What follows belongs to an exercise in optimizing a design on an open flow for small area and a short achievable clock period; a production flow would make more cautious choices.
Function was checked by simulation only, so behaviour that the tests miss may differ from the original.
Power is estimated from default activity; no workload was simulated.

==> indigo: inputs <==
// datapath_top
module datapath_top (
  input  wire        clk,
  input  wire        rst_n,
  input  wire [4:0]  rs1,
  input  wire [4:0]  rs2,
  input  wire [4:0]  rd,
  input  wire        we,
  input  wire        use_imm,
  input  wire [31:0] imm,
  input  wire [3:0]  ctrl,
  output reg  [31:0] result,
  output reg         zero,
  output reg  [31:0] store_data
);
clock: 7.5 ns
lec_check: 0
cap_margin: 20
core_margin: 2
core_utilization: 40
cts_cluster_diameter: 100
cts_cluster_size: 20
setup_slack_margin: 4.0
slew_margin: 20
synth_hierarchical: 1
tns_end_percent: 0
run.sh (not shown) runs the stock make flow with config.mk's settings and CLKGATE_MAP_FILE= SYNTH_SCRIPT=/design/flow/synth_recipe.tcl, a recipe that flattens the netlist after the stock synthesis.
==> onyx: changes against indigo <==
--- a/flow/design.v
+++ b/flow/design.v
@@ -139,18 +139,14 @@
       end else begin : g_lfill
         assign hl = (k % 2 == 1) ? 1'b0 : 1'b1;
       end
       c_mux2i u_r (.a0(SR[k-1][i]), .a1(hr), .s(Bs[k-1][i / 8]), .y(SR[k][i]));
       c_mux2i u_l (.a0(SL[k-1][i]), .a1(hl), .s(Bs[k-1][i / 8]), .y(SL[k][i]));
     end
   end
-  logic [31:0] ain_n;
-  for (genvar i = 0; i < 32; i++) begin : g_ain
-    c_mux2i u (.a0(A[i]), .a1(A[31-i]), .s(op_sll), .y(ain_n[i]));
-  end
   logic k01n, k10, k11n;
   assign k01n = !(op_or | op_xor | op_b);
   assign k10  = op_or | op_xor;
   assign k11n = !(op_and | op_or | op_b);
   logic [31:0] lu_n, shift, arith_n, ssp, sspn;
   logic        cmp_n;
   for (genvar i = 0; i < 32; i++) begin : g_res
@@ -166,43 +162,50 @@
       c_and2  u_lb (.a(lu_n[i]), .b(bigfill_n), .y(lub_n));
       c_nand4b u_r (.a_n(shift[i]), .b(arith_n[i]), .c(lub_n), .d(cmp_n), .y(RESULTADO[i]));
     end else begin : g_r
       c_mux2i u_ar (.a0(ssp[i]), .a1(sspn[i]), .s(c[i]), .y(arith_n[i]));
       c_nand4b u_r (.a_n(shift[i]), .b(arith_n[i]), .c(lu_n[i]), .d(bigfill_n), .y(RESULTADO[i]));
     end
   end
-  logic [31:0] x, th;
-  logic        zadd, eq, eqn, lz, shz;
+  logic [31:0] x;
+  logic        zadd, eq, eqn, lz;
   logic [31:0] e, o;
   for (genvar i = 0; i < 32; i++) begin : g_eo
     c_xnor2 u_e (.a(A[i]), .b(B[i]), .y(e[i]));
     c_nor2  u_o (.a(A[i]), .b(B[i]), .y(o[i]));
     c_inv   u_px (.a(e[i]), .y(px[i]));
   end
   assign x[0] = e[0];
   for (genvar i = 1; i < 32; i++) begin : g_x
     c_xnor2 u (.a(e[i]), .b(o[i-1]), .y(x[i]));
   end
   c_and32 u_zadd (.a(x), .y(zadd));
   c_and32 u_eq (.a(e), .y(eq));
   c_inv   u_eqn (.a(eq), .y(eqn));
   c_and32 u_lz (.a(lu_n), .y(lz));
-  alu_thermo u_th (.s(B[4:0]), .th(th));
-  c_andor32 u_shz (.a(ain_n), .b(th), .y(shz));
-  logic zq1, zq2, nfill, sh_small, sh_big;
-  alu_shsel u_shsel (.sel_sh(sel_sh), .big(big), .fillbit(fillbit),
-                     .sh_small(sh_small), .sh_big(sh_big), .nfill(nfill));
+  logic [31:0] thn, arev;
+  logic        shzr, shzl;
+  alu_thermo u_th (.s(B[4:0]), .thn(thn));
+  for (genvar j = 0; j < 32; j++) begin : g_arev
+    assign arev[j] = A[31-j];
+  end
+  c_noraa32 u_shzr (.a(A), .b(thn), .y(shzr));
+  c_noraa32 u_shzl (.a(arev), .b(thn), .y(shzl));
+  logic zq1, zq2, zq3, nfill, shr_s, shl_s, sh_big;
+  alu_shsel u_shsel (.sel_r(sel_r), .sel_l(sel_l), .big(big), .fillbit(fillbit),
+                     .shr_s(shr_s), .shl_s(shl_s), .sh_big(sh_big), .nfill(nfill));
   c_a222oi u_zq1 (.a1(sel_add), .a2(zadd), .b1(sel_sub), .b2(eq), .c1(op_eq), .c2(eqn), .y(zq1));
-  c_a222oi u_zq2 (.a1(sel_log), .a2(lz), .b1(sh_small), .b2(shz), .c1(sh_big), .c2(nfill), .y(zq2));
+  c_a222oi u_zq2 (.a1(sel_log), .a2(lz), .b1(shr_s), .b2(shzr), .c1(shl_s), .c2(shzl), .y(zq2));
+  c_nand2  u_zq3 (.a(sh_big), .b(nfill), .y(zq3));
   logic zn0, zn1, cm0, cm1, rc0, rc1;
   alu_cmp u_cmp (.op_slt(op_slt), .op_sltu(op_sltu), .op_bge(op_bge), .op_eq(op_eq),
                  .px31(px[31]), .a31(A[31]), .eq(eq),
                  .cm0(cm0), .cm1(cm1), .rc0(rc0), .rc1(rc1));
-  c_a32o  u_zn0 (.a1(ncmpop), .a2(zq1), .a3(zq2), .b1(cmpop), .b2(cm0), .y(zn0));
-  c_a32o  u_zn1 (.a1(ncmpop), .a2(zq1), .a3(zq2), .b1(cmpop), .b2(cm1), .y(zn1));
+  c_a41o  u_zn0 (.a1(ncmpop), .a2(zq1), .a3(zq2), .a4(zq3), .b1(cm0), .y(zn0));
+  c_a41o  u_zn1 (.a1(ncmpop), .a2(zq1), .a3(zq2), .a4(zq3), .b1(cm1), .y(zn1));
   c_mux2i u_zero (.a0(zn0), .a1(zn1), .s(cout), .y(ZERO));
   c_mux2i u_cmpm (.a0(rc0), .a1(rc1), .s(cout), .y(cmp_n));
 endmodule
 module alu_dec (
   input  logic [3:0]  ctrl,
   input  logic [31:0] imm,
   output logic op_slt, op_sltu, op_bge, op_eq, op_sll, op_sra, op_and, op_or, op_xor, op_b,
@@ -266,20 +269,21 @@
   c_a22oi u_sel (.a1(use_imm), .a2(ibig_n), .b1(nuse), .b2(rbig_n), .y(big));
 endmodule
 module alu_ibig (input logic [31:5] imm, input logic use_imm, output logic ibig_n, nuse);
   assign ibig_n = !(|imm);
   assign nuse   = !use_imm;
 endmodule
 module alu_shsel (
-  input  logic sel_sh, big, fillbit,
-  output logic sh_small, sh_big, nfill
+  input  logic sel_r, sel_l, big, fillbit,
+  output logic shr_s, shl_s, sh_big, nfill
 );
-  assign sh_small = sel_sh & !big;
-  assign sh_big   = sel_sh & big;
-  assign nfill    = !fillbit;
+  assign shr_s  = sel_r & !big;
+  assign shl_s  = sel_l & !big;
+  assign sh_big = (sel_r | sel_l) & big;
+  assign nfill  = !fillbit;
 endmodule
 module alu_ss (input logic sel, p, output logic ssp, sspn);
   assign ssp  = sel & p;
   assign sspn = sel & !p;
 endmodule
 module alu_cmp (
   input  logic op_slt, op_sltu, op_bge, op_eq, px31, a31, eq,
@@ -307,33 +311,33 @@
     c_nor2 u (.a(l1[2*k]), .b(l1[2*k+1]), .y(l2[k]));
   end
   for (genvar k = 0; k < 2; k++) begin : g3
     c_nand2 u (.a(l2[2*k]), .b(l2[2*k+1]), .y(l3[k]));
   end
   c_nor2 u4 (.a(l3[0]), .b(l3[1]), .y(y));
 endmodule
-module c_andor32 (input logic [31:0] a, b, output logic y);
+module c_noraa32 (input logic [31:0] a, b, output logic y);
   logic [15:0] l1;
   logic [3:0]  l2;
   logic [1:0]  l3;
   for (genvar k = 0; k < 16; k++) begin : g1
-    c_o22ai u (.a1(a[2*k]), .a2(b[2*k]), .b1(a[2*k+1]), .b2(b[2*k+1]), .y(l1[k]));
+    c_a22oi u (.a1(a[2*k]), .a2(b[2*k]), .b1(a[2*k+1]), .b2(b[2*k+1]), .y(l1[k]));
   end
   for (genvar k = 0; k < 4; k++) begin : g2
-    c_nor4 u (.a(l1[4*k]), .b(l1[4*k+1]), .c(l1[4*k+2]), .d(l1[4*k+3]), .y(l2[k]));
+    c_nand4 u (.a(l1[4*k]), .b(l1[4*k+1]), .c(l1[4*k+2]), .d(l1[4*k+3]), .y(l2[k]));
   end
   for (genvar k = 0; k < 2; k++) begin : g3
-    c_nand2 u (.a(l2[2*k]), .b(l2[2*k+1]), .y(l3[k]));
+    c_nor2 u (.a(l2[2*k]), .b(l2[2*k+1]), .y(l3[k]));
   end
-  c_nor2 u4 (.a(l3[0]), .b(l3[1]), .y(y));
+  c_and2 u4 (.a(l3[0]), .b(l3[1]), .y(y));
 endmodule
-module alu_thermo (input logic [4:0] s, output logic [31:0] th);
+module alu_thermo (input logic [4:0] s, output logic [31:0] thn);
   always_comb
     for (int j = 0; j < 32; j++)
-      th[j] = s > j;
+      thn[j] = s <= j;
 endmodule
 module registerbank (
   input  logic        clock,
   input  logic        RST,           
   input  logic [4:0]  read_reg1,
   input  logic [4:0]  read_reg2,
   input  logic [4:0]  write_reg,
@@ -364,37 +368,39 @@
   always_ff @(posedge clock) begin
     for (int i = 0; i < 32; i++)
       dato[i] <= nxt[i];
     pend    <= write_data;
     pend_rd <= write_reg;
     pend_v  <= reg_write & RST;
   end
-  logic [3:0][31:0] sel1, sel2;
-  rdsel u_sel1 (.rs(read_reg1), .sel(sel1));
-  rdsel u_sel2 (.rs(read_reg2), .sel(sel2));
+  logic [31:0] sel1 [0:1];
+  logic [31:0] sel2 [0:1];
+  rdsel u_sel1 (.rs(read_reg1), .sel_lo(sel1[0]), .sel_hi(sel1[1]));
+  rdsel u_sel2 (.rs(read_reg2), .sel_lo(sel2[0]), .sel_hi(sel2[1]));
   logic [3:0] hit1, hit2, hb2, hit2nu;
   for (genvar q = 0; q < 4; q++) begin : g_hit
     rdhit u_h1 (.rs(read_reg1), .pend_rd(pend_rd), .pend_v(pend_v), .hit(hit1[q]));
     rdhit u_h2 (.rs(read_reg2), .pend_rd(pend_rd), .pend_v(pend_v), .hit(hit2[q]));
     rd_bctl u_bctl (.hit(hit2[q]), .use_imm(use_imm), .hb(hb2[q]), .hit_nu(hit2nu[q]));
   end
   for (genvar b = 0; b < 32; b++) begin : g_bit
     logic [31:0] d;
     for (genvar r = 0; r < 32; r++) begin : g_r
       assign d[r] = dato[r][b];
     end
-    rdbit u_rd1 (.d(d), .s(sel1[b / 8]), .pend(pend[b]), .hit(hit1[b / 8]), .y(read_data1[b]));
-    rdbit2 u_rd2 (.d(d), .s(sel2[b / 8]), .pend(pend[b]), .hit(hit2[b / 8]), .hb(hb2[b / 8]),
+    rdbit u_rd1 (.d(d), .s(sel1[b / 16]), .pend(pend[b]), .hit(hit1[b / 8]), .y(read_data1[b]));
+    rdbit2 u_rd2 (.d(d), .s(sel2[b / 16]), .pend(pend[b]), .hit(hit2[b / 8]), .hb(hb2[b / 8]),
                   .y(read_data2[b]), .bh0(bh0[b]), .bh1(bh1[b]), .bh2(bh2[b]));
     c_a22oi u_bpn (.a1(pend[b]), .a2(hit2nu[b / 8]), .b1(imm[b]), .b2(use_imm), .y(bpn[b]));
   end
 endmodule
 module rdsel (
   input  logic [4:0]  rs,
-  output logic [3:0][31:0] sel
+  output logic [31:0] sel_lo,
+  output logic [31:0] sel_hi
 );
   logic [4:0] rsn, rsv [0:1];
   for (genvar k = 0; k < 5; k++) begin : g_n
     c_inv  u_n (.a(rs[k]), .y(rsn[k]));
   end
   assign rsv[0] = rs;
   assign rsv[1] = rsn;
@@ -402,18 +408,17 @@
   logic [7:0] hi;
   for (genvar k = 0; k < 4; k++) begin : g_lo
     c_nor2 u (.a(rsv[(k >> 1) & 1][1]), .b(rsv[k & 1][0]), .y(lo[k]));
   end
   for (genvar m = 0; m < 8; m++) begin : g_hi
     c_nor3 u (.a(rsv[(m >> 2) & 1][4]), .b(rsv[(m >> 1) & 1][3]), .c(rsv[m & 1][2]), .y(hi[m]));
   end
-  for (genvar q = 0; q < 4; q++) begin : g_q
-    for (genvar i = 0; i < 32; i++) begin : g_sel
-      c_and2 u (.a(lo[i % 4]), .b(hi[i / 4]), .y(sel[q][i]));
-    end
+  for (genvar i = 0; i < 32; i++) begin : g_sel
+    c_and2 u_l (.a(lo[i % 4]), .b(hi[i / 4]), .y(sel_lo[i]));
+    c_and2 u_h (.a(lo[i % 4]), .b(hi[i / 4]), .y(sel_hi[i]));
   end
 endmodule
 module rdhit (
   input  logic [4:0] rs,
   input  logic [4:0] pend_rd,
   input  logic       pend_v,
   output logic       hit
==> willow: changes against indigo <==
--- a/flow/design.v
+++ b/flow/design.v
@@ -109,69 +109,61 @@
       end
     end
   end
   logic [31:0] c;        
   logic        cout;     
   assign c    = {G[5][30:0], 1'b0};
   assign cout = G[5][31];
-  logic fillbit, big, fill, fill_n, shr_n, shl_n, bigfill_n;
+  logic fillbit, big, fill, fill_n, shr, shl, bigfill_n;
   alu_big u_big (.r(R2[31:5]), .imm(imm[31:5]), .use_imm(use_imm), .big(big));
   alu_shctl u_shctl (
     .op_sra(op_sra), .a31(A[31]), .big(big), .sel_r(sel_r), .sel_l(sel_l),
-    .fillbit(fillbit), .shr_n(shr_n), .shl_n(shl_n), .bigfill_n(bigfill_n)
+    .fillbit(fillbit), .shr(shr), .shl(shl), .bigfill_n(bigfill_n)
   );
   assign fill = fillbit;
   c_inv u_filln (.a(fillbit), .y(fill_n));
-  logic [31:0] SR [0:5];   
-  logic [31:0] SL [0:5];
-  assign SR[0] = A;
-  assign SL[0] = A;
+  logic [31:0] S [0:5];    
+  for (genvar i = 0; i < 32; i++) begin : g_ain
+    c_mux2i u (.a0(A[i]), .a1(A[31-i]), .s(op_sll), .y(S[0][i]));
+  end
   for (genvar k = 1; k <= 5; k++) begin : g_sh
     localparam int D = 1 << (k - 1);
     for (genvar i = 0; i < 32; i++) begin : g_i
-      logic hr, hl;
-      if (i + D < 32) begin : g_rin
-        assign hr = SR[k-1][i+D];
-      end else begin : g_rfill
-        assign hr = (k % 2 == 1) ? fill : fill_n;
+      logic hi;
+      if (i + D < 32) begin : g_in
+        assign hi = S[k-1][i+D];
+      end else begin : g_fill
+        assign hi = (k % 2 == 1) ? fill_n : fill;
       end
-      if (i - D >= 0) begin : g_lin
-        assign hl = SL[k-1][i-D];
-      end else begin : g_lfill
-        assign hl = (k % 2 == 1) ? 1'b0 : 1'b1;
-      end
-      c_mux2i u_r (.a0(SR[k-1][i]), .a1(hr), .s(Bs[k-1][i / 8]), .y(SR[k][i]));
-      c_mux2i u_l (.a0(SL[k-1][i]), .a1(hl), .s(Bs[k-1][i / 8]), .y(SL[k][i]));
+      c_mux2i u (.a0(S[k-1][i]), .a1(hi), .s(Bs[k-1][i / 8]), .y(S[k][i]));
     end
   end
-  logic [31:0] ain_n;
-  for (genvar i = 0; i < 32; i++) begin : g_ain
-    c_mux2i u (.a0(A[i]), .a1(A[31-i]), .s(op_sll), .y(ain_n[i]));
-  end
+  logic [31:0] sh;         
+  assign sh = S[5];
   logic k01n, k10, k11n;
   assign k01n = !(op_or | op_xor | op_b);
   assign k10  = op_or | op_xor;
   assign k11n = !(op_and | op_or | op_b);
-  logic [31:0] lu_n, shift, arith_n, ssp, sspn;
+  logic [31:0] lu_n, shift_n, arith_n, ssp, sspn;
   logic        cmp_n;
   for (genvar i = 0; i < 32; i++) begin : g_res
     logic lu_a1, lu_a0;
     c_mux2i u_lua (.a0(k01n), .a1(k11n), .s(A[i]), .y(lu_a1));
     c_and2  u_lub (.a(A[i]), .b(k10), .y(lu_a0));
     c_mux2i u_lu  (.a0(lu_a0), .a1(lu_a1), .s(B[i]), .y(lu_n[i]));
-    c_o22ai u_sh (.a1(shr_n), .a2(SR[5][i]), .b1(shl_n), .b2(SL[5][i]), .y(shift[i]));
+    c_a22oi u_sh (.a1(shr), .a2(sh[i]), .b1(shl), .b2(sh[31-i]), .y(shift_n[i]));
     alu_ss  u_ss (.sel(sel_sum), .p(px[i]), .ssp(ssp[i]), .sspn(sspn[i]));
     if (i == 0) begin : g_r0
       c_inv   u_ar (.a(ssp[i]), .y(arith_n[i]));
       logic lub_n;
       c_and2  u_lb (.a(lu_n[i]), .b(bigfill_n), .y(lub_n));
-      c_nand4b u_r (.a_n(shift[i]), .b(arith_n[i]), .c(lub_n), .d(cmp_n), .y(RESULTADO[i]));
+      c_nand4 u_r (.a(arith_n[i]), .b(shift_n[i]), .c(lub_n), .d(cmp_n), .y(RESULTADO[i]));
     end else begin : g_r
       c_mux2i u_ar (.a0(ssp[i]), .a1(sspn[i]), .s(c[i]), .y(arith_n[i]));
-      c_nand4b u_r (.a_n(shift[i]), .b(arith_n[i]), .c(lu_n[i]), .d(bigfill_n), .y(RESULTADO[i]));
+      c_nand4 u_r (.a(arith_n[i]), .b(shift_n[i]), .c(lu_n[i]), .d(bigfill_n), .y(RESULTADO[i]));
     end
   end
   logic [31:0] x, th;
   logic        zadd, eq, eqn, lz, shz;
   logic [31:0] e, o;
   for (genvar i = 0; i < 32; i++) begin : g_eo
     c_xnor2 u_e (.a(A[i]), .b(B[i]), .y(e[i]));
@@ -183,15 +175,15 @@
     c_xnor2 u (.a(e[i]), .b(o[i-1]), .y(x[i]));
   end
   c_and32 u_zadd (.a(x), .y(zadd));
   c_and32 u_eq (.a(e), .y(eq));
   c_inv   u_eqn (.a(eq), .y(eqn));
   c_and32 u_lz (.a(lu_n), .y(lz));
   alu_thermo u_th (.s(B[4:0]), .th(th));
-  c_andor32 u_shz (.a(ain_n), .b(th), .y(shz));
+  c_andor32 u_shz (.a(S[0]), .b(th), .y(shz));
   logic zq1, zq2, nfill, sh_small, sh_big;
   alu_shsel u_shsel (.sel_sh(sel_sh), .big(big), .fillbit(fillbit),
                      .sh_small(sh_small), .sh_big(sh_big), .nfill(nfill));
   c_a222oi u_zq1 (.a1(sel_add), .a2(zadd), .b1(sel_sub), .b2(eq), .c1(op_eq), .c2(eqn), .y(zq1));
   c_a222oi u_zq2 (.a1(sel_log), .a2(lz), .b1(sh_small), .b2(shz), .c1(sh_big), .c2(nfill), .y(zq2));
   logic zn0, zn1, cm0, cm1, rc0, rc1;
   alu_cmp u_cmp (.op_slt(op_slt), .op_sltu(op_sltu), .op_bge(op_bge), .op_eq(op_eq),
@@ -236,42 +228,40 @@
   assign ncmpop  = !cmpop;
   assign sel_r   = op_srl | op_sra;
   assign sel_l   = op_sll;
   assign imm_n   = ~imm;
 endmodule
 module alu_shctl (
   input  logic op_sra, a31, big, sel_r, sel_l,
-  output logic fillbit, shr_n, shl_n, bigfill_n
+  output logic fillbit, shr, shl, bigfill_n
 );
   assign fillbit = op_sra & a31;
-  assign shr_n   = !(sel_r & !big);
-  assign shl_n   = !(sel_l & !big);
+  assign shr     = sel_r & !big;
+  assign shl     = sel_l & !big;
   assign bigfill_n = !(fillbit & big);
 endmodule
 module alu_big (
   input  logic [31:5] r, imm,
   input  logic        use_imm,
   output logic        big
 );
   logic [8:0] l1;
   logic [2:0] l2;
+  logic       ibig;
   for (genvar k = 0; k < 9; k++) begin : g1
     c_nor3 u (.a(r[5+3*k]), .b(r[6+3*k]), .c(r[7+3*k]), .y(l1[k]));
   end
   for (genvar k = 0; k < 3; k++) begin : g2
     c_nand3 u (.a(l1[3*k]), .b(l1[3*k+1]), .c(l1[3*k+2]), .y(l2[k]));
   end
-  logic rbig_n, ibig_n, nuse;
-  c_nor3 u3 (.a(l2[0]), .b(l2[1]), .c(l2[2]), .y(rbig_n));
-  alu_ibig u_ibig (.imm(imm), .use_imm(use_imm), .ibig_n(ibig_n), .nuse(nuse));
-  c_a22oi u_sel (.a1(use_imm), .a2(ibig_n), .b1(nuse), .b2(rbig_n), .y(big));
-endmodule
-module alu_ibig (input logic [31:5] imm, input logic use_imm, output logic ibig_n, nuse);
-  assign ibig_n = !(|imm);
-  assign nuse   = !use_imm;
+  assign ibig = |imm;
+  alu_bigsel u_sel (.r0(l2[0]), .r1(l2[1]), .r2(l2[2]), .ibig(ibig), .use_imm(use_imm), .big(big));
+endmodule
+module alu_bigsel (input logic r0, r1, r2, ibig, use_imm, output logic big);
+  assign big = use_imm ? ibig : (r0 | r1 | r2);
 endmodule
 module alu_shsel (
   input  logic sel_sh, big, fillbit,
   output logic sh_small, sh_big, nfill
 );
   assign sh_small = sel_sh & !big;
   assign sh_big   = sel_sh & big;
@@ -364,37 +354,39 @@
   always_ff @(posedge clock) begin
     for (int i = 0; i < 32; i++)
       dato[i] <= nxt[i];
     pend    <= write_data;
     pend_rd <= write_reg;
     pend_v  <= reg_write & RST;
   end
-  logic [3:0][31:0] sel1, sel2;
-  rdsel u_sel1 (.rs(read_reg1), .sel(sel1));
-  rdsel u_sel2 (.rs(read_reg2), .sel(sel2));
+  logic [31:0] sel1 [0:1];
+  logic [31:0] sel2 [0:1];
+  rdsel u_sel1 (.rs(read_reg1), .sel_lo(sel1[0]), .sel_hi(sel1[1]));
+  rdsel u_sel2 (.rs(read_reg2), .sel_lo(sel2[0]), .sel_hi(sel2[1]));
   logic [3:0] hit1, hit2, hb2, hit2nu;
   for (genvar q = 0; q < 4; q++) begin : g_hit
     rdhit u_h1 (.rs(read_reg1), .pend_rd(pend_rd), .pend_v(pend_v), .hit(hit1[q]));
     rdhit u_h2 (.rs(read_reg2), .pend_rd(pend_rd), .pend_v(pend_v), .hit(hit2[q]));
     rd_bctl u_bctl (.hit(hit2[q]), .use_imm(use_imm), .hb(hb2[q]), .hit_nu(hit2nu[q]));
   end
   for (genvar b = 0; b < 32; b++) begin : g_bit
     logic [31:0] d;
     for (genvar r = 0; r < 32; r++) begin : g_r
       assign d[r] = dato[r][b];
     end
-    rdbit u_rd1 (.d(d), .s(sel1[b / 8]), .pend(pend[b]), .hit(hit1[b / 8]), .y(read_data1[b]));
-    rdbit2 u_rd2 (.d(d), .s(sel2[b / 8]), .pend(pend[b]), .hit(hit2[b / 8]), .hb(hb2[b / 8]),
+    rdbit u_rd1 (.d(d), .s(sel1[b / 16]), .pend(pend[b]), .hit(hit1[b / 8]), .y(read_data1[b]));
+    rdbit2 u_rd2 (.d(d), .s(sel2[b / 16]), .pend(pend[b]), .hit(hit2[b / 8]), .hb(hb2[b / 8]),
                   .y(read_data2[b]), .bh0(bh0[b]), .bh1(bh1[b]), .bh2(bh2[b]));
     c_a22oi u_bpn (.a1(pend[b]), .a2(hit2nu[b / 8]), .b1(imm[b]), .b2(use_imm), .y(bpn[b]));
   end
 endmodule
 module rdsel (
   input  logic [4:0]  rs,
-  output logic [3:0][31:0] sel
+  output logic [31:0] sel_lo,
+  output logic [31:0] sel_hi
 );
   logic [4:0] rsn, rsv [0:1];
   for (genvar k = 0; k < 5; k++) begin : g_n
     c_inv  u_n (.a(rs[k]), .y(rsn[k]));
   end
   assign rsv[0] = rs;
   assign rsv[1] = rsn;
@@ -402,18 +394,17 @@
   logic [7:0] hi;
   for (genvar k = 0; k < 4; k++) begin : g_lo
     c_nor2 u (.a(rsv[(k >> 1) & 1][1]), .b(rsv[k & 1][0]), .y(lo[k]));
   end
   for (genvar m = 0; m < 8; m++) begin : g_hi
     c_nor3 u (.a(rsv[(m >> 2) & 1][4]), .b(rsv[(m >> 1) & 1][3]), .c(rsv[m & 1][2]), .y(hi[m]));
   end
-  for (genvar q = 0; q < 4; q++) begin : g_q
-    for (genvar i = 0; i < 32; i++) begin : g_sel
-      c_and2 u (.a(lo[i % 4]), .b(hi[i / 4]), .y(sel[q][i]));
-    end
+  for (genvar i = 0; i < 32; i++) begin : g_sel
+    c_and2 u_l (.a(lo[i % 4]), .b(hi[i / 4]), .y(sel_lo[i]));
+    c_and2 u_h (.a(lo[i % 4]), .b(hi[i / 4]), .y(sel_hi[i]));
   end
 endmodule
 module rdhit (
   input  logic [4:0] rs,
   input  logic [4:0] pend_rd,
   input  logic       pend_v,
   output logic       hit
@@ -521,15 +512,14 @@
 module c_inv    (input logic a, output logic y); assign y = ~a; endmodule
 module c_and2   (input logic a, b, output logic y); assign y = a & b; endmodule
 module c_nand2  (input logic a, b, output logic y); assign y = ~(a & b); endmodule
 module c_nor2   (input logic a, b, output logic y); assign y = ~(a | b); endmodule
 module c_nand3  (input logic a, b, c, output logic y); assign y = ~(a & b & c); endmodule
 module c_nor3   (input logic a, b, c, output logic y); assign y = ~(a | b | c); endmodule
 module c_or3    (input logic a, b, c, output logic y); assign y = a | b | c; endmodule
-module c_nand4b (input logic a_n, b, c, d, output logic y); assign y = ~(~a_n & b & c & d); endmodule
 module c_nand4  (input logic a, b, c, d, output logic y); assign y = ~(a & b & c & d); endmodule
 module c_xnor2  (input logic a, b, output logic y); assign y = ~(a ^ b); endmodule
 module c_xor2   (input logic a, b, output logic y); assign y = a ^ b; endmodule
 module c_a21oi  (input logic a1, a2, b1, output logic y); assign y = ~((a1 & a2) | b1); endmodule
 module c_o21ai  (input logic a1, a2, b1, output logic y); assign y = ~((a1 | a2) & b1); endmodule
 module c_a22o   (input logic a1, a2, b1, b2, output logic y); assign y = (a1 & a2) | (b1 & b2); endmodule
 module c_a41o   (input logic a1, a2, a3, a4, b1, output logic y); assign y = (a1 & a2 & a3 & a4) | b1; endmodule
Settings changed: CAP_MARGIN 20 to 10, SLEW_MARGIN 20 to 10.
==> summary of the runs <==
Between willow and onyx, the lower clock power is in onyx (gap about 1%, measured against onyx).
The highest register-to-register slack belongs to willow, the lowest to indigo.
Die area, highest first: indigo, onyx, willow.
Between willow and onyx, the lower critical path depth is in willow (gap 1).
Between onyx and willow, the lower synthesized area is in willow (gap 2.8%, measured against willow).
First-iteration DRC count: onyx < willow < indigo.
Clock skew, highest first: indigo, willow, onyx.

[separate check: timing with driven ports]
Ports are ideal in the flow. The routed layouts listed here were re-timed in OpenROAD.
Step 1 sets driving cells, clkbuf_16 on the clock port and buf_2 on the other inputs (assumed; they add their load-dependent delay and slew).
Step 2 times the ports against the registers' clock, not the clock port: input delays grow and output delays shrink by t, the midpoint of the rising clock arrivals with the driver on.
Slacks: ideal ports / drivers / drivers and shift; pairs: ideal ports / drivers.
run	t (ns)	setup WS [ns]	hold WS [ns]
indigo	0.809	2.740 / 2.740 / 2.740	0.340 / 0.340 / 0.340
onyx	0.798	2.874 / 2.874 / 2.874	0.346 / 0.346 / 0.346
willow	0.792	2.933 / 2.933 / 2.574	0.330 / 0.330 / 0.330
After both steps every run listed still meets setup and hold. The setup slack of willow, which loses most, moves by 0.000 ns with the drivers and by -0.359 ns with both steps.
